Background: an optimization exercise with open tools, aiming at small area and a short achievable clock period. Do not read the settings as production practice.
The RTL was checked by simulation tests, not by an equivalence proof against the original design.

## flow/design.v (module list and top-level ports; edited modules follow where they fit)
// module fir: 1339 lines
// module fir_fa: 3 lines
// module fir_ha: 3 lines
module fir(
	input			clk_100k,
	input			rst_n,
	input 	signed [8:0]	samp_in,
	output 	signed [8:0]	fir_out
);
  // ...
==> flow/flow/run.sh <==
#!/bin/bash
# The standard layout (standard.sh), with repair_timing asked to keep a setup margin:
# the constraints are unchanged, the margin only makes the timing repair work harder.
set -euo pipefail
MARGIN=${MARGIN:-11}
sed "s|\"\${@:-finish}\"|SETUP_SLACK_MARGIN=$MARGIN \"\${@:-finish}\"|" standard.sh > margin.sh
grep -q "SETUP_SLACK_MARGIN=$MARGIN" margin.sh
bash margin.sh > layout.log 2>&1
==> flow/standard.sh <==
#!/bin/bash
# synth_recipe.tcl (not shown) runs the flow's synth.tcl, then flattens the netlist and writes it again
# the make line also repeats each setting of config.mk as NAME=value (left out here)
make -C /OpenROAD-flow-scripts/flow DESIGN_CONFIG=/design/flow/config.mk WORK_HOME=/design/flow/orfs CLKGATE_MAP_FILE= SYNTH_SCRIPT=/design/flow/synth_recipe.tcl "${@:-finish}"
==> flow/config.mk <==
export PLATFORM = sky130hd
export DESIGN_NAME = fir
export DESIGN_NICKNAME = fir
export VERILOG_FILES = /design/flow/design.v
export SDC_FILE = /design/flow/constraint.sdc
export NUM_CORES = 4
export LEC_CHECK = 0
export CAP_MARGIN = 20
export CORE_MARGIN = 2
export CORE_UTILIZATION = 65
export CTS_BUF_LIST = sky130_fd_sc_hd__clkbuf_8
export CTS_CLUSTER_DIAMETER = 60
export CTS_CLUSTER_SIZE = 20
export SLEW_MARGIN = 20
export SYNTH_HIERARCHICAL = 1
export SYNTH_MINIMUM_KEEP_SIZE = 0
export TNS_END_PERCENT = 10
==> flow/constraint.sdc <==
create_clock -name core_clock -period 16.0 [get_ports {clk_100k}]
set_input_delay 3.2000 -clock core_clock [delete_from_list [all_inputs] [get_ports {clk_100k}]]
set_output_delay 3.2000 -clock core_clock [all_outputs]
set_load 0.01 [all_outputs]
==> results.py, run 1 <==
metrics = {
    "status": {
        "status": "complete, no violations",
    },
    "clock_tree": {
        "clock-sinks": 254,
        "numCtsBuffers": 29,
        "cts_resized": 94,
    },
    "layout": {
        "drive_above_1_share_pct": 16.1,
        "final_cells": 2152,
        "final_area_um2": 24500,
        "multi_input_area_share_pct": 61.0,
    },
    "global_route": {
        "grtUsageTotal_pct": 33.4,
        "grt.busiest_layer": "met2",
        "grt_max_degree": 109,
        "met2_usage_pct": 57.7,
    },
    "route": {
        "ant_nets": 0,
        "drt_iter0_markers": 655,
        "wl_met2_um": 28300,
        "vias": 12200,
    },
    "worst_setup_path": {
        "crit_required_ps": 16510,
        "cp_cell_sequence": "buf_12 -> fa_1 -> inv_2 -> fa_2 -> fa_1 -> ha_2 -> fa_2 -> a211oi_2 -> o21bai_1 -> a21oi_2 -> o21bai_1 -> xnor2_1",
        "path_buf_inv": 2,
        "rrSetupSlack_ps": 10710,
    },
    "place": {
        "dpl_worst_slack_ps": 9320,
    },
    "sta": {
        "rsz0062_at_grt": "true",
    },
    "synth": {
        "yosysTopAreaCell": "fa_1",
        "syn_nets": 2220,
        "ys_top_cells_by_area": "fa_1 (48%), dfrtp_1 (26%), ha_1 (8.2%)",
        "synth_top_area_share_pct": 47.8,
        "yosys-top-cells-count": "fa_1 (523), inv_1 (276), dfrtp_1 (227)",
        "synth_top_family_by_area": "adder cells",
    },
    "floorplanning": {
        "dieWidth_um": 188,
        "design.die.area_um2": 35200,
        "rows": 67,
    },
    "job": {
        "maxCapViolCount": 0,
    },
    "worst_hold_path": {
        "min_to": "x13[7]",
    },
}
==> run 2, diff against run 1 <==
--- a/flow/config.mk
+++ b/flow/config.mk
@@ -8,5 +8,5 @@
 export CAP_MARGIN = 20
 export CORE_MARGIN = 2
-export CORE_UTILIZATION = 65
+export CORE_UTILIZATION = 75
 export CTS_BUF_LIST = sky130_fd_sc_hd__clkbuf_8
 export CTS_CLUSTER_DIAMETER = 60
==> run 2 against run 1 <==
First-iteration DRC count increased by 37%. Die area decreased by 13%. Maximum frequency decreased by 0.34%. Largest cell class unchanged.
==> results.py, run 2 <==
metrics = {
    "synth": {
        "synth_warnings": 7,
        "synth-edff-count": 0,
        "synth_cells": 1543,
        "ys.flop_type": "dfrtp_1",
        "syn_area_per_cell_um2": 14.2,
        "syn_area_um2": 21900,
        "synth.most_common_cell": "fa_1",
        "yosysTopAreaCell": "fa_1",
        "yosys-top-cells-count": "fa_1 (523), inv_1 (276), dfrtp_1 (227)",
        "synth-async-reset-ratio_pct": 100,
        "post_synth_num_cell_types": 40,
        "synth-seq-area-share_pct": 29.2,
        "synth_top_area_share_pct": 47.8,
        "syn_nets": 2220,
        "ys_seq_elements": 254,
        "ys_top_cells_by_area": "fa_1 (48%), dfrtp_1 (26%), ha_1 (8.2%)",
    },
    "worst_setup_path": {
        "cp_slowest_cell": "fa_1",
        "critPathMaxStageDelay_ps": 490,
        "worstReg2RegEnd": "rq1_18_0",
        "critPathTopFamily": "adder cells",
        "path_buf_inv": 2,
        "crit_required_ps": 16500,
        "crit_path_frequent_cell": "fa_2",
        "rr_startpoint": "x3[0]",
        "crit_path_end_kind": "flip-flop",
        "path_max_fanout": 2,
        "cp.arrival_ps": 5890,
        "path_class": "input pin to flip-flop",
        "rr_worst_depth": 13,
        "startpoint_type": "input pin",
        "rrSetupSlack_ps": 10670,
        "cp_cell_sequence": "buf_12 -> fa_1 -> inv_2 -> fa_2 -> fa_2 -> ha_4 -> fa_2 -> a211oi_2 -> o21bai_1 -> a21oi_2 -> o21bai_1 -> xnor2_1",
    },
    "worst_hold_path": {
        "min_to": "x13[2]",
        "holdPathStages": 0,
        "hp-start": "x12[2]",
        "hold_class": "flip-flop to flip-flop",
    },
    "sta": {
        "skew_ps": 43.7,
        "period_minus_slack_ps": 5390,
        "finalSetupViolations": 0,
        "drv_slew": 0,
        "slew_headroom_pct": 32.3,
        "worst_pin_slew_ps": 1010,
        "min_period_over_period_pct": 33.7,
        "rsz0062_at_grt": "true",
        "tns_ps": 0,
        "hold_viol": 0,
        "fmax_mhz": 185,
    },
    "clock_tree": {
        "clk_latency_ps": 630,
        "htreeDepth": 1,
        "ctsHoldBuffers": 0,
        "clock-sinks": 254,
        "cts-root-buf": "clkbuf_8",
        "clock_tree.buffer_depth": 3,
        "cts_tree": "yes",
        "clk_pin_slew_ps": 110,
        "numCtsBuffers": 27,
    },
    "global_route": {
        "antenna_found_initial": 1,
        "grt_pass1_vias": 15600,
        "grt_max_degree": 113,
        "grtUsageTotal_pct": 40.8,
        "grt_overflow": 0,
        "grt_pass1_wl_um": 89300,
    },
    "route": {
        "drt_iter0_markers": 899,
        "drt-vias-per-instance": 6.22,
        "ant_nets": 0,
        "wl_per_cell_um": 27.8,
        "vias": 12900,
        "first_pass_iters": 5,
        "drc": 0,
        "postRouteWirelength_um": 57700,
    },
    "layout": {
        "final_nets": 2347,
        "layout_common_cells": "fa_1 (490), inv_1 (271), dfrtp_1 (220)",
        "drive_above_1_share_pct": 15.2,
        "final_common_cell": "fa_1",
        "utilization_pct": 84.8,
        "area_growth_pct": 11.2,
        "final_area_um2": 24300,
        "diodes": 0,
    },
    "place": {
        "place_area_um2": 22800,
        "portBuffers": 19,
        "place_hpwl_um": 44900,
        "gp_congestion": 1.06,
    },
    "floorplanning": {
        "start_util_pct": 76.3,
        "design.die.area_um2": 30600,
        "core-area_um2": 28700,
        "dieWidth_um": 175,
        "rows": 62,
        "io_pins": 20,
        "chipHeight_um": 175,
    },
    "job": {
        "maxCapViolCount": 0,
    },
    "status": {
        "status": "complete, no violations",
    },
}
run 2: per-module statistics from Yosys, one instance, submodules excluded:
module | flops+latches | cells inside
fir_fa | 0 | 1
fir | 254 | 1013
fir_ha | 0 | 1
run 2: timing repair:
action                     in CTS  in global routing
gates cloned                    0                  0
setup endpoints to repair      68                 57
pin swaps                      49                 12
setup buffers                  40                  4
gates resized for setup       122                  8
run 2: worst max-delay path by stage:
stage,from,end,slack [ps],depth (start not counted)
after floorplan,samp_in[7],oh[8],10170,11
after global placement,samp_in[7],oh[8],9380,12
after detailed placement,samp_in[7],oh[8],9300,12
after CTS,oc,fir_out[2],10600,4
after global routing,samp_in[7],oh[8],10530,12
final,samp_in[7],oh[8],10610,12
run 2: cell type report:
cell class	count	area, um^2
fill	1364	4370
clock buffer	28	385
inverter	276	1050
clock inverter	21	267
multi-input combinational	1013	14900
tap	384	480
sequential	254	6400
timing repair buffer	98	821
run 2: kinds of logic (layout without fill, tap and decap cells):
logic type	after synthesis	after routing	synth area share (%)
fa+ha+maj	666	666	56.0
buf+inv	276	423	4.73
flops	254	254	29.2
compound gates	138	138	4.24
simple gates	135	135	2.87
xor+xnor	74	74	2.96
run 2: worst register-to-register path, delay by kind of cell, from the launching register on:
family / cells / cell delay (ps)
adder cells (fa/ha/maj): 10 / 4280
flip-flops: 1 / 400
buffers and inverters: 2 / 310
XOR/XNOR: 1 / 210
run 2: metal layers:
| metal | GRT usage [%] | share of wire, % | up-vias |
|---|---|---|---|
| met5 | 0 | 0 | - |
| met4 | 26.2 | 8.3 | 0 |
| met3 | 7.14 | 6.9 | 284 |
| met2 | 69.6 | 51 | 674 |
| met1 | 48.6 | 34 | 6898 |
| li1 | - | - | 5049 |
run 2: through the flow:
stage	hold WS (ps)	cells	worst slack (ps)
2_1_floorplan	331	1543	10170
3_3_place_gp	332	1980	9380
3_5_place_dp	335	1981	9300
4_1_cts	352	2070	10600
5_1_grt	360	2074	10530
6_report	358	2074	10610
==> run 3, diff against run 2 <==
--- a/flow/flow/run.sh
+++ b/flow/flow/run.sh
@@ -3,5 +3,5 @@
 # the constraints are unchanged, the margin only makes the timing repair work harder.
 set -euo pipefail
-MARGIN=${MARGIN:-11}
+MARGIN=${MARGIN:-10.5}
 sed "s|\"\${@:-finish}\"|SETUP_SLACK_MARGIN=$MARGIN \"\${@:-finish}\"|" standard.sh > margin.sh
 grep -q "SETUP_SLACK_MARGIN=$MARGIN" margin.sh
--- a/flow/config.mk
+++ b/flow/config.mk
@@ -8,8 +8,8 @@
 export CAP_MARGIN = 20
 export CORE_MARGIN = 2
-export CORE_UTILIZATION = 75
+export CORE_UTILIZATION = 65
 export CTS_BUF_LIST = sky130_fd_sc_hd__clkbuf_8
 export CTS_CLUSTER_DIAMETER = 60
-export CTS_CLUSTER_SIZE = 20
+export CTS_CLUSTER_SIZE = 16
 export SLEW_MARGIN = 20
 export SYNTH_HIERARCHICAL = 1
==> run 3 against run 2 <==
Still clean. Clock skew shrank 19 ps. Non-clock buffer count shrank 37. Synthesized cell count is the same. Core utilization shrank 13 points. Flip-flop and latch count is the same. Via count shrank 6.6%. Final cell count grew 1.4%. Area after synthesis is the same. Critical endpoint is now rq1_11_0. Largest cell class unchanged. Highest routed layer unchanged.
==> results.py, run 3 <==
metrics = {
    "worst_setup_path": {
        "path_class": "flip-flop to flip-flop",
        "crit_path_end_kind": "flip-flop",
        "rr_startpoint": "x0[0]",
        "path_max_fanout": 5,
        "cp.arrival_ps": 6080,
        "rrSetupSlack_ps": 10410,
        "worstReg2RegEnd": "rq1_11_0",
        "startpoint_type": "flip-flop",
        "startpoint": "x0[0]",
        "crit_required_ps": 16490,
        "rr_worst_depth": 12,
        "endpoint": "rq1_11_0",
    },
    "global_route": {
        "grtUsageTotal_pct": 32.8,
        "met3_usage_pct": 3.97,
        "grt_use_met1_pct": 42.3,
        "antenna_found_initial": 1,
        "grt_max_degree": 109,
        "met2_usage_pct": 56.3,
        "grt_pass1_vias": 14000,
        "grt_overflow": 0,
        "grt_pass1_wl_um": 82700,
        "grt.busiest_layer": "met2",
    },
    "route": {
        "wl_per_cell_um": 25.4,
        "drt_iter0_markers": 674,
        "drt-vias-per-instance": 5.73,
        "first_pass_iters": 5,
        "vias": 12100,
        "ant_nets": 0,
        "postRouteWirelength_um": 53400,
        "drc": 0,
    },
    "clock_tree": {
        "clk_latency_ps": 630,
        "clock_tree.buffer_depth": 3,
        "clock-sinks": 254,
        "cts-root-buf": "clkbuf_8",
        "ctsHoldBuffers": 0,
        "htreeDepth": 1,
        "clk_pin_slew_ps": 90,
        "cts_tree": "yes",
        "numCtsBuffers": 29,
    },
    "synth": {
        "synth.most_common_cell": "fa_1",
        "synth_cells": 1543,
        "syn_nets": 2220,
        "ys_seq_elements": 254,
        "ys_top_cells_by_area": "fa_1 (48%), dfrtp_1 (26%), ha_1 (8.2%)",
        "yosys-top-cells-count": "fa_1 (523), inv_1 (276), dfrtp_1 (227)",
        "synth_warnings": 7,
        "post_synth_num_cell_types": 40,
        "syn_area_per_cell_um2": 14.2,
        "yosysTopAreaCell": "fa_1",
        "ys.flop_type": "dfrtp_1",
        "synth-edff-count": 0,
        "synth-async-reset-ratio_pct": 100,
        "synth-seq-area-share_pct": 29.2,
        "synth_top_area_share_pct": 47.8,
        "syn_area_um2": 21900,
    },
    "sta": {
        "min_period_over_period_pct": 34.9,
        "slew_headroom_pct": 27.0,
        "worst_pin_slew_ps": 1090,
        "hold_viol": 0,
        "finalSetupViolations": 0,
        "skew_ps": 25.1,
        "tns_ps": 0,
        "timing.hold.ws_ps": 356,
        "drv_slew": 0,
        "fin_ws_ps": 10410,
        "rsz0062_at_grt": "true",
        "fmax_mhz": 179,
        "period_minus_slack_ps": 5590,
    },
    "place": {
        "place_hpwl_um": 44700,
        "gp_congestion": 0.981,
        "portBuffers": 19,
        "dpl_worst_slack_ps": 9320,
    },
    "job": {
        "maxCapViolCount": 0,
    },
    "floorplanning": {
        "io_pins": 20,
        "chipHeight_um": 188,
        "dieWidth_um": 188,
        "start_util_pct": 65.6,
        "rows": 67,
        "design.die.area_um2": 35200,
        "core-area_um2": 33400,
    },
    "worst_hold_path": {
        "holdPathStages": 0,
        "hold_class": "flip-flop to flip-flop",
    },
    "layout": {
        "layout_common_cells": "fa_1 (520), inv_1 (279), dfrtp_1 (224)",
        "area_growth_pct": 8.69,
        "utilization_pct": 71.3,
        "final_nets": 2312,
        "final_common_cell": "fa_1",
        "diodes": 0,
        "drive_above_1_share_pct": 9.12,
    },
    "status": {
        "status": "complete, no violations",
    },
}
==> run 3: cell counts after synthesis <==
No cell type changed its count.
==> run 3: per-module statistics from Yosys, one instance, submodules excluded <==
module  cells inside  area, um^2  times used  flops+latches
fir             1013       11400           1            254
fir_fa             1        20.0         514              0
fir_ha             1        12.5          16              0
==> run 3: worst min-delay path by stage <==
| stage | end | slack, ps | start |
|---|---|---|---|
| 2_1_floorplan | x13[0] | 330 | x12[0] |
| 3_3_place_gp | x13[2] | 330 | x12[2] |
| 3_5_place_dp | x13[3] | 330 | x12[3] |
| 4_1_cts | x13[3] | 360 | x12[3] |
| 5_1_grt | x13[7] | 360 | x12[7] |
| 6_report | x13[3] | 360 | x12[3] |
==> run 3: critical path, stage by stage, from the launching register on <==
cell and delay, ps:
dfrtp_1 520, ha_1 310, fa_1 690, fa_1 530
fa_1 540, fa_1 460, fa_1 440, fa_1 520
inv_1 50, fa_1 480, inv_1 50, fa_1 420
fa_1 450
==> run 3: stage by stage <==
step                cells  instance area (um^2)
global placement     2051                 23000
finish               2104                 23800
CTS                  2103                 23700
detailed placement   2051                 23000
floorplan            1543                 21900
global route         2104                 23800
==> run 3: metal layers <==
layer	share of wire (%)	vias to the layer above
met4	5.8	0
met1	39	6567
met5	0	-
met2	51	355
li1	-	4984
met3	4.2	152
==> run 3: final cells by class <==
type / instances / area (um^2)
Inverter: 276 / 1040
Fill cell: 2340 / 9570
Sequential cell: 254 / 6390
Clock inverter: 20 / 249
Timing Repair Buffer: 61 / 517
Clock buffer: 32 / 440
Tap cell: 448 / 561
Multi-Input combinational cell: 1013 / 14600
==> run 3: cell families (layout without fill, tap and decap cells) <==
family	count (synthesis)	count (layout)	synth area share, %
flops	254	254	29.2
xor+xnor	74	74	2.96
compound gates	138	138	4.24
simple gates	135	135	2.87
buf+inv	276	389	4.73
fa+ha+maj	666	666	56.0
==> run 3: timing repair <==
item,4_1_cts,5_1_grt
endpoints found under the setup margin,15,23
hold endpoints to repair,0,0
pin swaps,0,1
setup buffers,0,1
gates resized for setup,5,18
==> run 4, diff against run 3 <==
--- a/flow/flow/run.sh
+++ b/flow/flow/run.sh
@@ -3,5 +3,5 @@
 # the constraints are unchanged, the margin only makes the timing repair work harder.
 set -euo pipefail
-MARGIN=${MARGIN:-10.5}
+MARGIN=${MARGIN:-11.3}
 sed "s|\"\${@:-finish}\"|SETUP_SLACK_MARGIN=$MARGIN \"\${@:-finish}\"|" standard.sh > margin.sh
 grep -q "SETUP_SLACK_MARGIN=$MARGIN" margin.sh
--- a/flow/config.mk
+++ b/flow/config.mk
@@ -6,4 +6,5 @@
 export NUM_CORES = 4
 export LEC_CHECK = 0
+export ABC_AREA = 1
 export CAP_MARGIN = 20
 export CORE_MARGIN = 2
==> run 4 against run 3 <==
Still clean on timing, DRC and antenna. Clock skew grew 39 ps. Sequential share of layout area shrank 1.5 points. Critical endpoint unchanged. Highest routed layer unchanged.
==> results.py, run 4 <==
metrics = {
    "sta": {
        "fin_ws_ps": 10740,
        "fmax_mhz": 190,
        "worst_pin_slew_ps": 927,
        "rsz0062_at_grt": "true",
        "period_minus_slack_ps": 5260,
        "skew_ps": 64.2,
        "min_period_over_period_pct": 32.9,
        "drv_slew": 0,
        "slew_headroom_pct": 38.2,
        "hold_viol": 0,
        "finalSetupViolations": 0,
        "tns_ps": 0,
    },
    "worst_hold_path": {
        "hold_class": "flip-flop to flip-flop",
        "holdPathStages": 0,
        "hp-start": "x12[3]",
        "min_to": "x13[3]",
    },
    "worst_setup_path": {
        "worstReg2RegEnd": "rq1_11_0",
        "rr_startpoint": "x15[0]",
        "rr_worst_depth": 14,
        "path_class": "flip-flop to flip-flop",
        "crit_path_end_kind": "flip-flop",
        "crit_required_ps": 16480,
        "rrSetupSlack_ps": 10740,
        "path_max_fanout": 4,
        "cp.arrival_ps": 5740,
        "startpoint_type": "flip-flop",
    },
    "clock_tree": {
        "clk_pin_slew_ps": 100,
        "clock_tree.buffer_depth": 3,
        "clock-sinks": 254,
        "numCtsBuffers": 27,
        "clk_latency_ps": 660,
        "cts_tree": "yes",
        "htreeDepth": 1,
        "cts-root-buf": "clkbuf_8",
        "ctsHoldBuffers": 0,
    },
    "layout": {
        "diodes": 0,
        "area_growth_pct": 10.9,
        "final_cells": 2436,
        "final_nets": 2638,
        "final_common_cell": "fa_1",
        "layout_common_cells": "fa_1 (470), inv_1 (359), nand2_1 (308)",
        "fillers": 2389,
        "utilization_pct": 73.2,
        "drive_above_1_share_pct": 13.7,
    },
    "global_route": {
        "grt_max_degree": 124,
        "grtUsageTotal_pct": 33.9,
        "grt_pass1_vias": 15500,
        "antenna_found_initial": 1,
        "grt_overflow": 0,
        "grt_pass1_wl_um": 87600,
    },
    "synth": {
        "yosysTopAreaCell": "fa_1",
        "synth-edff-count": 0,
        "syn_area_um2": 22700,
        "synth_cells": 1854,
        "post_synth_num_cell_types": 26,
        "ys.flop_type": "dfrtp_1",
        "synth.most_common_cell": "fa_1",
        "ys_seq_elements": 254,
        "synth_warnings": 7,
        "synth-async-reset-ratio_pct": 100,
        "synth_top_area_share_pct": 46.1,
        "syn_area_per_cell_um2": 12.3,
        "ys_top_cells_by_area": "fa_1 (46%), dfrtp_1 (25%), ha_1 (7.9%)",
        "yosys-top-cells-count": "fa_1 (523), inv_1 (361), nand2_1 (314)",
        "syn_nets": 2531,
        "synth-seq-area-share_pct": 28.1,
    },
    "route": {
        "first_pass_iters": 7,
        "drc": 0,
        "drt_iter0_markers": 798,
        "vias": 13600,
        "drt-vias-per-instance": 5.58,
        "postRouteWirelength_um": 56900,
        "ant_nets": 0,
        "wl_per_cell_um": 23.4,
    },
    "floorplanning": {
        "design.die.area_um2": 36500,
        "rows": 68,
        "core-area_um2": 34500,
        "start_util_pct": 66.0,
        "dieWidth_um": 191,
        "io_pins": 20,
        "chipHeight_um": 191,
    },
    "status": {
        "status": "complete, no violations",
    },
    "place": {
        "portBuffers": 19,
        "place_hpwl_um": 48000,
        "dpl_worst_slack_ps": 9640,
        "gp_congestion": 0.959,
        "place_inst": 2345,
    },
    "job": {
        "maxCapViolCount": 0,
    },
}
## run 4: changes by cell type in the layout (fill, tap and decap cells not counted), moves of 24 or more
cell | before | now
fa_1 | 520 | 470
fa_2 | 3 | 53
inv_1 | 279 | 359
nand2_1 | 27 | 308
nand3_1 | 18 | 71
o21ai_0 | 24 | 0
xnor2_1 | 47 | 10
## run 4: logic make-up after synthesis
logic type | count (synthesis) | synth area share, %
adders and majority gates | 666 | 53.9
DFF | 254 | 28.1
AOI/OAI and AO/OA | 52 | 1.41
buffers and inverters | 362 | 5.98
xor gates and xnor gates | 53 | 2.04
and+or+nand+nor | 467 | 8.54
## run 4: area by class of cell
cell class / count / area (um^2) / share of cell area, %
Multi-Input combinational cell: 1238 / 15600 / 61.9
Inverter: 362 / 1370 / 5.45
Clock inverter: 19 / 215 / 0.854
Sequential cell: 254 / 6400 / 25.4
Tap cell: 455 / 569 / 2.26
Timing Repair Buffer: 78 / 634 / 2.52
Clock buffer: 30 / 413 / 1.64
## run 4: worst max path at each step
stage | start | to | slack [ps] | cells past startpoint
floorplan | samp_in[7] | oh[6] | 10470 | 11
CTS | oc | fir_out[7] | 10660 | 7
detailed placement | samp_in[7] | oh[6] | 9640 | 12
global placement | samp_in[7] | oh[8] | 9690 | 13
finish | x15[0] | rq1_11_0 | 10740 | 14
global route | x15[0] | rq1_11_0 | 10650 | 14
## run 4: stage by stage
step / hold WS, ps / area [um^2]
6_report: 349 / 25200
5_1_grt: 357 / 25200
4_1_cts: 353 / 25000
3_5_place_dp: 336 / 23700
3_3_place_gp: 332 / 23700
2_1_floorplan: 331 / 22800
## run 4: routing by layer
layer  wire length [um]  track usage [%]  share of wire (%)  vias up
met5                  0                0                  0        -
li1                   -                -                  -     5766
met4               3710             17.4                6.5        0
met2              29700             59.7                 52      472
met1              20200             39.8                 35     7181
met3               3270             6.55                5.7      183
## run 4: per-module statistics from Yosys, one instance, submodules excluded
module  flops+latches  cells
fir               254   1324
fir_fa              0      1
fir_ha              0      1
## run 4: repair_timing
item                                    in CTS  in global routing
endpoints found under the setup margin      79                 72
gates resized for setup                    122                 58
pin swaps                                   36                 25
buffers inserted                            31                 11
## run 4: worst max-delay path, cell delays in order, from the launching register on
cell and delay, ps:
dfrtp_1 410, ha_4 200, inv_2 50, fa_2 620, clkinvlp_4 200, buf_6 170, fa_2 580, fa_2 450
fa_2 360, fa_1 410, inv_2 70, fa_1 440, fa_2 370, fa_2 370, fa_1 450
==> run 5, diff against run 4 <==
--- a/flow/config.mk
+++ b/flow/config.mk
@@ -6,5 +6,4 @@
 export NUM_CORES = 4
 export LEC_CHECK = 0
-export ABC_AREA = 1
 export CAP_MARGIN = 20
 export CORE_MARGIN = 2
@@ -16,3 +15,3 @@
 export SYNTH_HIERARCHICAL = 1
 export SYNTH_MINIMUM_KEEP_SIZE = 0
-export TNS_END_PERCENT = 10
+export TNS_END_PERCENT = 5
==> run 5 against run 4 <==
Count of clock-buffer cells in the layout is 2 higher. Area after synthesis is 3.7% lower. First-iteration DRC count is 13% lower. Non-clock buffer count is 28 higher. Synthesized cell count is 17% lower. Sequential share of layout area is 0.74 points higher. Register-to-register slack worse by 60 ps. Clock skew is 32 ps lower.
==> results.py, run 5 <==
metrics = {
    "status": {
        "status": "complete, no violations",
    },
    "clock_tree": {
        "ctsHoldBuffers": 0,
        "cts-root-buf": "clkbuf_8",
        "numCtsBuffers": 29,
        "htreeDepth": 1,
        "clock-sinks": 254,
        "clk_latency_ps": 640,
        "cts_tree": "yes",
        "clock_tree.buffer_depth": 3,
        "clk_pin_slew_ps": 90,
    },
    "synth": {
        "synth.most_common_cell": "fa_1",
        "syn_nets": 2220,
        "synth-async-reset-ratio_pct": 100,
        "ys.flop_type": "dfrtp_1",
        "yosys-top-cells-count": "fa_1 (523), inv_1 (276), dfrtp_1 (227)",
        "synth.area.mux_share_pct": 0,
        "synth-compound-area-share_pct": 4.24,
        "synth-seq-area-share_pct": 29.2,
        "ys_top_cells_by_area": "fa_1 (48%), dfrtp_1 (26%), ha_1 (8.2%)",
        "synth_top_family_by_area": "adder cells",
        "synth_top_area_share_pct": 47.8,
        "synth_adder_area_share_pct": 56.0,
        "synth-edff-count": 0,
        "yosys.area_share.simple_pct": 2.87,
        "synth_cells": 1543,
        "synth-xor-area-share_pct": 2.96,
        "syn_area_um2": 21900,
        "synth_warnings": 7,
        "post_synth_num_cell_types": 40,
        "syn_area_per_cell_um2": 14.2,
        "ys_seq_elements": 254,
        "yosysTopAreaCell": "fa_1",
    },
    "layout": {
        "drive_above_1_share_pct": 15.6,
        "layout_common_cells": "fa_1 (494), inv_1 (275), dfrtp_1 (221)",
        "area_growth_pct": 11.9,
        "diodes": 0,
        "final_cells": 2149,
        "final_area_um2": 24500,
        "final_common_cell": "fa_1",
        "fillers": 2265,
        "final_nets": 2357,
        "seq_area_um2": 6400,
        "multi_input_area_um2": 14900,
    },
    "worst_setup_path": {
        "critPathMaxStageDelay_ps": 480,
        "path_class": "input pin to flip-flop",
        "startpoint_type": "input pin",
        "critPathTopFamily": "adder cells",
        "startpoint": "samp_in[7]",
        "rr_startpoint": "x3[0]",
        "path_buf_inv": 2,
        "cp_slowest_cell": "fa_1",
        "path_max_fanout": 2,
        "crit_path_end_kind": "flip-flop",
        "crit_required_ps": 16510,
        "cp.arrival_ps": 5870,
        "cp_cell_sequence": "buf_12 -> fa_1 -> inv_1 -> fa_2 -> fa_1 -> ha_2 -> fa_2 -> a211oi_2 -> o21bai_1 -> a21oi_2 -> o21bai_1 -> xnor2_1",
    },
    "route": {
        "wl_per_cell_um": 25.3,
        "drt_iter0_markers": 694,
        "drt-vias-per-instance": 5.74,
        "vias": 12300,
        "ant_nets": 0,
        "first_pass_iters": 8,
        "drc": 0,
        "postRouteWirelength_um": 54400,
    },
    "worst_hold_path": {
        "hold_class": "flip-flop to flip-flop",
        "hp-start": "x12[3]",
    },
    "sta": {
        "hold_viol": 0,
        "fin_ws_ps": 10640,
        "min_period_over_period_pct": 33.5,
        "fmax_mhz": 187,
        "slew_headroom_pct": 23.8,
        "period_minus_slack_ps": 5360,
        "finalSetupViolations": 0,
        "tns_ps": 0,
        "drv_slew": 0,
        "worst_pin_slew_ps": 1140,
        "skew_ps": 32.0,
        "rsz0062_at_grt": "true",
    },
    "floorplanning": {
        "rows": 67,
        "design.die.area_um2": 35200,
        "core-area_um2": 33400,
        "chipHeight_um": 188,
        "io_pins": 20,
        "start_util_pct": 65.6,
        "dieWidth_um": 188,
    },
    "global_route": {
        "grtUsageTotal_pct": 32.9,
        "antenna_found_initial": 1,
        "grt_overflow": 0,
        "grt_pass1_vias": 14100,
        "grt_pass1_wl_um": 83000,
        "grt_max_degree": 109,
    },
    "job": {
        "maxCapViolCount": 0,
    },
    "place": {
        "place_inst": 2051,
        "dpl_worst_slack_ps": 9320,
        "place_hpwl_um": 44700,
        "place_area_um2": 23000,
        "portBuffers": 19,
        "gp_congestion": 0.981,
    },
}
run 5: cell count changes after synthesis, sizes merged, moves of 9 or more:
cell,delta
a211oi,+10
nand2,-288
nand3,-59
nor3,+9
a21o,+13
inv,-86
nor2b,+10
nand4,-14
xnor2,+41
xor2,-20
o21ai,+22
o211ai,+11
run 5: path summary, 6_finish.rpt:
path,endpoint,slack [ps],depth (start not counted)
worst max-delay path,oh[8],10640,12
worst min-delay path,x13[3],350,0
worst max register to register,rq2_15_0,10680,13
worst min register to register,x13[3],350,0
max in group asynchronous,x16[8],11820,2
min in group asynchronous,oh[8],2580,1
run 5: timing repair:
item / 4_1_cts / 5_1_grt
pin swaps: 10 / 44
buffers inserted: 12 / 34
resized for setup: 54 / 87
endpoints found under the setup margin: 73 / 70
run 5: cell type report:
class,count,area share [%]
flip-flops and latches,254,26.1
clock buffers,32,1.80
clock inverters,20,1.02
multi-input cells,1013,60.9
well taps,448,2.29
inverters,276,4.26
repair buffers,106,3.61
run 5: kinds of logic after synthesis:
logic type / Yosys count
fa+ha+maj: 666
buf+inv: 276
xor+xnor: 74
compound gates: 138
simple gates: 135
flops: 254
run 5: Yosys stat by module, one instance, submodules excluded:
module  cells inside  times used  cell area, um^2
fir             1013           1            11400
fir_fa             1         514             20.0
fir_ha             1          16             12.5
run 5: per-stage QoR:
| stage | hold WS, ps | utilization [%] |
|---|---|---|
| after floorplan | 331 | - |
| after global placement | 331 | 68.9 |
| after detailed placement | 335 | 68.9 |
| after CTS | 357 | 71.7 |
| after global routing | 363 | 73.4 |
| final | 355 | 73.4 |
run 5: per-layer routing:
layer  global-route usage [%]  vias up  routed length (um)
li1                         -     5057                   -
met1                     42.7     6700               20600
met2                     56.7      410               28100
met3                     3.63      161                2560
met4                     15.5        2                3120
met5                        0        -                  16
==> run 6, diff against run 5 <==
--- a/flow/config.mk
+++ b/flow/config.mk
@@ -15,3 +15,3 @@
 export SYNTH_HIERARCHICAL = 1
 export SYNTH_MINIMUM_KEEP_SIZE = 0
-export TNS_END_PERCENT = 5
+export TNS_END_PERCENT = 10
==> run 6 against run 5 <==
Sequential share of layout area down 0.13 points. Final cell count up 0.23%. Hold slack about the same. Die area unchanged. Wire length up 1.8%. First-iteration DRC count up 0.43%. Cell area up 0.57%. Flip-flop and latch count unchanged. Clock skew up 18 ps. Still clean on timing, DRC and antenna.
==> results.py, run 6 <==
metrics = {
    "status": {
        "status": "complete, no violations",
    },
    "synth": {
        "synth-async-reset-ratio_pct": 100,
        "synth.area.mux_share_pct": 0,
        "syn_area_per_cell_um2": 14.2,
        "synth-edff-count": 0,
        "syn_nets": 2220,
        "synth-xor-area-share_pct": 2.96,
        "post_synth_num_cell_types": 40,
        "synth-seq-area-share_pct": 29.2,
        "synth_adder_area_share_pct": 56.0,
        "yosys.area_share.simple_pct": 2.87,
        "synth_warnings": 7,
        "synth.most_common_cell": "fa_1",
        "yosysTopAreaCell": "fa_1",
        "synth_top_family_by_area": "adder cells",
        "synth-compound-area-share_pct": 4.24,
        "ys_seq_elements": 254,
        "ys_top_cells_by_area": "fa_1 (48%), dfrtp_1 (26%), ha_1 (8.2%)",
        "synth_cells": 1543,
        "synth_top_area_share_pct": 47.8,
        "syn_area_um2": 21900,
        "yosys-top-cells-count": "fa_1 (523), inv_1 (276), dfrtp_1 (227)",
        "ys.flop_type": "dfrtp_1",
    },
    "sta": {
        "worst_pin_slew_ps": 951,
        "drv_slew": 0,
        "slew_headroom_pct": 36.4,
        "fin_ws_ps": 10670,
        "hold_viol": 0,
        "period_minus_slack_ps": 5330,
        "tns_ps": 0,
        "fmax_mhz": 188,
        "finalSetupViolations": 0,
        "rsz0062_at_grt": "true",
        "skew_ps": 49.7,
        "min_period_over_period_pct": 33.3,
    },
    "worst_setup_path": {
        "crit_path_end_kind": "flip-flop",
        "rr_startpoint": "x1[0]",
        "worstReg2RegEnd": "rq1_11_0",
        "rrSetupSlack_ps": 10750,
        "path_max_fanout": 2,
        "rr_worst_depth": 18,
        "path_class": "input pin to flip-flop",
        "crit_required_ps": 16500,
        "startpoint_type": "input pin",
        "cp.arrival_ps": 5820,
    },
    "clock_tree": {
        "ctsHoldBuffers": 0,
        "cts_tree": "yes",
        "clock_tree.buffer_depth": 3,
        "clk_latency_ps": 640,
        "cts-root-buf": "clkbuf_8",
        "clock-sinks": 254,
        "htreeDepth": 1,
        "clk_pin_slew_ps": 90,
        "numCtsBuffers": 27,
    },
    "floorplanning": {
        "rows": 67,
        "core-area_um2": 33400,
        "chipHeight_um": 188,
        "design.die.area_um2": 35200,
        "start_util_pct": 65.6,
        "io_pins": 20,
        "dieWidth_um": 188,
    },
    "layout": {
        "area_growth_pct": 12.6,
        "drive_above_1_share_pct": 18.2,
        "fillers": 2212,
        "layout_common_cells": "fa_1 (471), inv_1 (272), dfrtp_1 (218)",
        "final_common_cell": "fa_1",
        "final_cells": 2154,
        "final_nets": 2361,
        "utilization_pct": 73.8,
    },
    "route": {
        "drt_iter0_markers": 697,
        "ant_nets": 0,
        "wl_per_cell_um": 25.7,
        "drt-vias-per-instance": 5.72,
        "drc": 0,
        "first_pass_iters": 5,
        "postRouteWirelength_um": 55400,
        "vias": 12300,
    },
    "place": {
        "place_hpwl_um": 45100,
        "place_inst": 2051,
        "dpl_worst_slack_ps": 9370,
        "gp_congestion": 0.968,
        "portBuffers": 19,
    },
    "global_route": {
        "grt_pass1_vias": 14300,
        "antenna_found_initial": 1,
        "grt_max_degree": 109,
        "grt_overflow": 0,
        "grt_pass1_wl_um": 84700,
        "grtUsageTotal_pct": 33.7,
    },
    "worst_hold_path": {
        "holdPathStages": 0,
        "min_to": "x13[3]",
        "hold_class": "flip-flop to flip-flop",
        "hp-start": "x12[3]",
    },
    "job": {
        "maxCapViolCount": 0,
    },
}
[run 6: cell type report]
| class | instances | area [um^2] | share of cell area, % |
|---|---|---|---|
| Antenna cell | 1 | 2.50 | 0.0102 |
| Tap cell | 448 | 561 | 2.28 |
| Sequential cell | 254 | 6400 | 26.0 |
| Timing Repair Buffer | 112 | 923 | 3.75 |
| Multi-Input combinational cell | 1013 | 15100 | 61.1 |
| Clock inverter | 20 | 229 | 0.929 |
| Inverter | 276 | 1050 | 4.28 |
| Clock buffer | 30 | 413 | 1.68 |
[run 6: worst max-delay path by stage]
stage                     startpoint          to  slack (ps)
final                     samp_in[7]       oh[8]       10670
after global routing      samp_in[7]       oh[8]       10590
after CTS                         oc  fir_out[3]       10620
after detailed placement  samp_in[7]       oh[8]        9370
after global placement    samp_in[7]       oh[8]        9390
after floorplan           samp_in[7]       oh[8]       10170
[run 6: what timing repair did]
item                       in CTS  in global routing
setup endpoints to repair      75                 72
pin swaps                      42                 35
cloned                          0                  0
resized for setup             121                 74
buffers inserted               29                 23
[run 6: cell families after synthesis]
logic type / count (synthesis)
and+or+nand+nor: 135
DFF: 254
xor gates and xnor gates: 74
adders and majority gates: 666
buffers and inverters: 276
AOI/OAI and AO/OA: 138
[run 6: modules after synthesis, one instance, submodules excluded]
module,times used,area [um^2],cells inside
fir,1,11400,1013
fir_fa,514,20.0,1
fir_ha,16,12.5,1
[run 6: critical path: stages]
cell and delay (ps):
buf_12 100, fa_1 470, inv_1 50, fa_2 340
fa_2 440, ha_4 180, fa_2 350, a211oi_2 190
o21bai_1 110, a21oi_2 170, o21bai_1 90, xnor2_1 120
[run 6: per-layer routing]
metal / wire length [um] / global-route usage (%) / vias up / part of all wire (%)
met4: 3260 / 15.2 / 0 / 5.9
met1: 20600 / 42.4 / 6690 / 37
li1: - / - / 5085 / -
met5: 0 / 0 / - / 0
met3: 2770 / 4.53 / 145 / 5.0
met2: 28800 / 59.1 / 395 / 52
[run 6: per-stage QoR]
step	hold slack (ps)	instance area, um^2
final	355	24600
after global placement	331	23000
after CTS	351	24200
after floorplan	331	21900
after global routing	361	24600
after detailed placement	335	23000
==> run 7, diff against run 6 <==
==> flow/run.sh (new file) <==
#!/bin/bash
# synth_recipe.tcl (not shown) runs the flow's synth.tcl, then flattens the netlist and writes it again
# the make line also repeats each setting of config.mk as NAME=value (left out here)
make -C /OpenROAD-flow-scripts/flow DESIGN_CONFIG=/design/flow/config.mk WORK_HOME=/design/flow/orfs CLKGATE_MAP_FILE= SYNTH_SCRIPT=/design/flow/synth_recipe.tcl finish
removed: flow/flow/run.sh
removed: flow/standard.sh
==> run 7 against run 6 <==
Non-clock buffer count is 51 lower. Core utilization is 3.2 points lower. Sequential share of layout area is 1.1 points higher. Cell area is 4.3% lower. Via count is 3.3% lower. Die area stayed put. Clock skew is 16 ps lower. Critical path depth stayed put. Largest cell class unchanged. Highest routed layer unchanged.
==> results.py, run 7 <==
metrics = {
    "status": {
        "status": "complete, no violations",
    },
    "floorplanning": {
        "dieWidth_um": 188,
        "design.die.area_um2": 35200,
        "rows": 67,
        "start_util_pct": 65.6,
        "core-area_um2": 33400,
        "chipHeight_um": 188,
        "io_pins": 20,
    },
    "global_route": {
        "grt_max_degree": 105,
        "grtUsageTotal_pct": 32.9,
        "antenna_found_initial": 0,
        "grt_overflow": 0,
        "grt_pass1_vias": 14000,
        "grt_pass1_wl_um": 82700,
    },
    "worst_setup_path": {
        "path_max_fanout": 5,
        "crit_required_ps": 16520,
        "worstReg2RegEnd": "rq1_11_0",
        "startpoint_type": "input pin",
        "rr_startpoint": "x16[0]",
        "cp_slowest_cell": "clkdlybuf4s50_1",
        "rrSetupSlack_ps": 10020,
        "path_class": "input pin to flip-flop",
        "critPathMaxStageDelay_ps": 580,
        "cp_cell_sequence": "clkdlybuf4s50_1 -> fa_1 -> inv_1 -> fa_1 -> fa_1 -> ha_1 -> fa_1 -> a211oi_1 -> o21bai_1 -> a21oi_1 -> o21bai_1 -> xnor2_1",
        "rr_worst_depth": 13,
        "crit_path_frequent_cell": "fa_1",
        "cp.arrival_ps": 6680,
        "crit_path_end_kind": "flip-flop",
    },
    "synth": {
        "synth_adder_area_share_pct": 56.0,
        "synth_warnings": 7,
        "yosys.area_share.simple_pct": 2.87,
        "syn_area_per_cell_um2": 14.2,
        "synth_top_area_share_pct": 47.8,
        "synth.most_common_cell": "fa_1",
        "yosys-top-cells-count": "fa_1 (523), inv_1 (276), dfrtp_1 (227)",
        "synth.area.mux_share_pct": 0,
        "ys.flop_type": "dfrtp_1",
        "post_synth_num_cell_types": 40,
        "synth-xor-area-share_pct": 2.96,
        "yosysTopAreaCell": "fa_1",
        "synth-edff-count": 0,
        "syn_nets": 2220,
        "synth_top_family_by_area": "adder cells",
        "synth-compound-area-share_pct": 4.24,
        "synth-async-reset-ratio_pct": 100,
        "synth_cells": 1543,
        "ys_top_cells_by_area": "fa_1 (48%), dfrtp_1 (26%), ha_1 (8.2%)",
        "syn_area_um2": 21900,
        "synth-seq-area-share_pct": 29.2,
        "ys_seq_elements": 254,
    },
    "sta": {
        "tns_ps": 0,
        "hold_viol": 0,
        "min_period_over_period_pct": 38.5,
        "drv_slew": 0,
        "finalSetupViolations": 0,
        "skew_ps": 33.4,
        "slew_headroom_pct": 21.8,
        "worst_pin_slew_ps": 1160,
        "timing.hold.ws_ps": 354,
        "rsz0062_at_grt": "false",
        "fmax_mhz": 162,
        "period_minus_slack_ps": 6160,
    },
    "place": {
        "place_inst": 2052,
        "place_area_um2": 23000,
        "gp_congestion": 0.983,
        "place_hpwl_um": 44200,
        "portBuffers": 19,
    },
    "route": {
        "first_pass_iters": 5,
        "ant_nets": 0,
        "drt-vias-per-instance": 5.67,
        "drt_iter0_markers": 553,
        "wl_per_cell_um": 25.0,
        "drc": 0,
        "vias": 11900,
        "postRouteWirelength_um": 52500,
    },
    "job": {
        "maxCapViolCount": 0,
    },
    "clock_tree": {
        "post_cts_buffers": 0,
        "cts_tree": "yes",
        "clk_pin_slew_ps": 90,
        "ctsHoldBuffers": 0,
        "htreeDepth": 1,
        "numCtsBuffers": 26,
        "cts_resized": 0,
        "clock-sinks": 254,
        "clk_latency_ps": 630,
        "cts-root-buf": "clkbuf_8",
        "clock_tree.buffer_depth": 3,
    },
    "layout": {
        "area_growth_pct": 7.73,
        "final_common_cell": "fa_1",
        "utilization_pct": 70.7,
        "final_nets": 2309,
        "final_cells": 2101,
        "drive_above_1_share_pct": 7.69,
        "layout_common_cells": "fa_1 (523), inv_1 (280), dfrtp_1 (227)",
        "final_area_um2": 23600,
    },
    "worst_hold_path": {
        "hp-start": "x12[3]",
        "hold_class": "flip-flop to flip-flop",
        "holdPathStages": 0,
        "min_to": "x13[3]",
    },
}
[run 7: cell counts after synthesis]
No cell type changed its count.
[run 7: critical path, delay by kind of cell]
kind	cells	cell delay, ps
buffers and inverters	2	630
adder cells (fa/ha/maj)	5	2040
XOR/XNOR	1	130
AO/OA/AOI/OAI	4	680
[run 7: kinds of logic after synthesis]
group	Yosys count
AO/OA/AOI/OAI	138
XOR/XNOR	74
adder cells (fa/ha/maj)	666
buffers and inverters	276
flip-flops	254
AND/OR/NAND/NOR	135
[run 7: how the worst max path moves through the flow]
stage                    start  endpoint  slack [ps]  cells after the start
global placement    samp_in[7]     oh[8]        9180                     12
finish              samp_in[7]     oh[8]        9840                     12
floorplan           samp_in[7]     oh[8]       10030                     11
global route        samp_in[7]     oh[8]        9740                     12
CTS                 samp_in[7]     oh[8]        9850                     12
detailed placement  samp_in[7]     oh[8]        9170                     12
[run 7: area by class of cell]
type | instances | area [um^2]
multi-input combinational | 1013 | 14500
fill | 2368 | 9780
sequential | 254 | 6390
inverter | 276 | 1040
tap | 448 | 561
timing repair buffer | 61 | 510
clock buffer | 30 | 413
clock inverter | 18 | 184
antenna | 1 | 2.50
[run 7: stage by stage]
| step | setup slack (ps) |
|---|---|
| 2_1_floorplan | 10030 |
| 3_3_place_gp | 9180 |
| 3_5_place_dp | 9170 |
| 4_1_cts | 9850 |
| 5_1_grt | 9740 |
| 6_report | 9840 |
[run 7: per-module statistics from Yosys (local to each module, per instance)]
module,cell area (um^2),cells inside,times used,flip-flops and latches
fir,11400,1013,1,254
fir_fa,20.0,1,514,0
fir_ha,12.5,1,16,0
[run 7: layer usage]
metal  vias up  GRT usage [%]  share of wire, %
li1       4976              -                 -
met1      6467           41.6                38
met2       329           56.9                52
met3       132           5.32               5.0
met4         0           14.5               5.2
met5         -              0                 0

-- afterwards: timing with drivers on the ports --
Ports are ideal in the flow. The routed layouts listed here were re-timed in OpenROAD.
Step 1 (the two cells are an assumption about what drives the block):
set clk [get_ports {clk_100k}]
set_driving_cell -lib_cell sky130_fd_sc_hd__clkbuf_16 $clk
set_driving_cell -lib_cell sky130_fd_sc_hd__buf_2 [delete_from_list [all_inputs] $clk]
Step 2 times the ports against the registers' clock, not the clock port: input delays grow and output delays shrink by t, the midpoint of the rising clock arrivals with the driver on.
Slacks: ideal ports / drivers / drivers and shift; pairs: ideal ports / drivers.
run | t, ns | setup slack, ns | worst slew at a driven data input, ns
run 1 | 0.675 | 10.625 / 10.623 / 9.948 | 0.06
run 2 | 0.651 | 10.606 / 10.604 / 9.953 | 0.06
run 3 | 0.671 | 10.411 / 10.411 / 9.794 | 0.05
run 4 | 0.675 | 10.741 / 10.740 / 10.112 | 0.05
run 5 | 0.673 | 10.639 / 10.640 / 9.967 | 0.06
run 6 | 0.664 | 10.674 / 10.678 / 10.014 | 0.06
run 7 | 0.664 | 9.836 / 9.862 / 9.198 | 0.05
After both steps setup and hold are still met in every run listed. The setup slack of run 1, which loses most, moves by -0.002 ns with the drivers and by -0.677 ns with both steps.
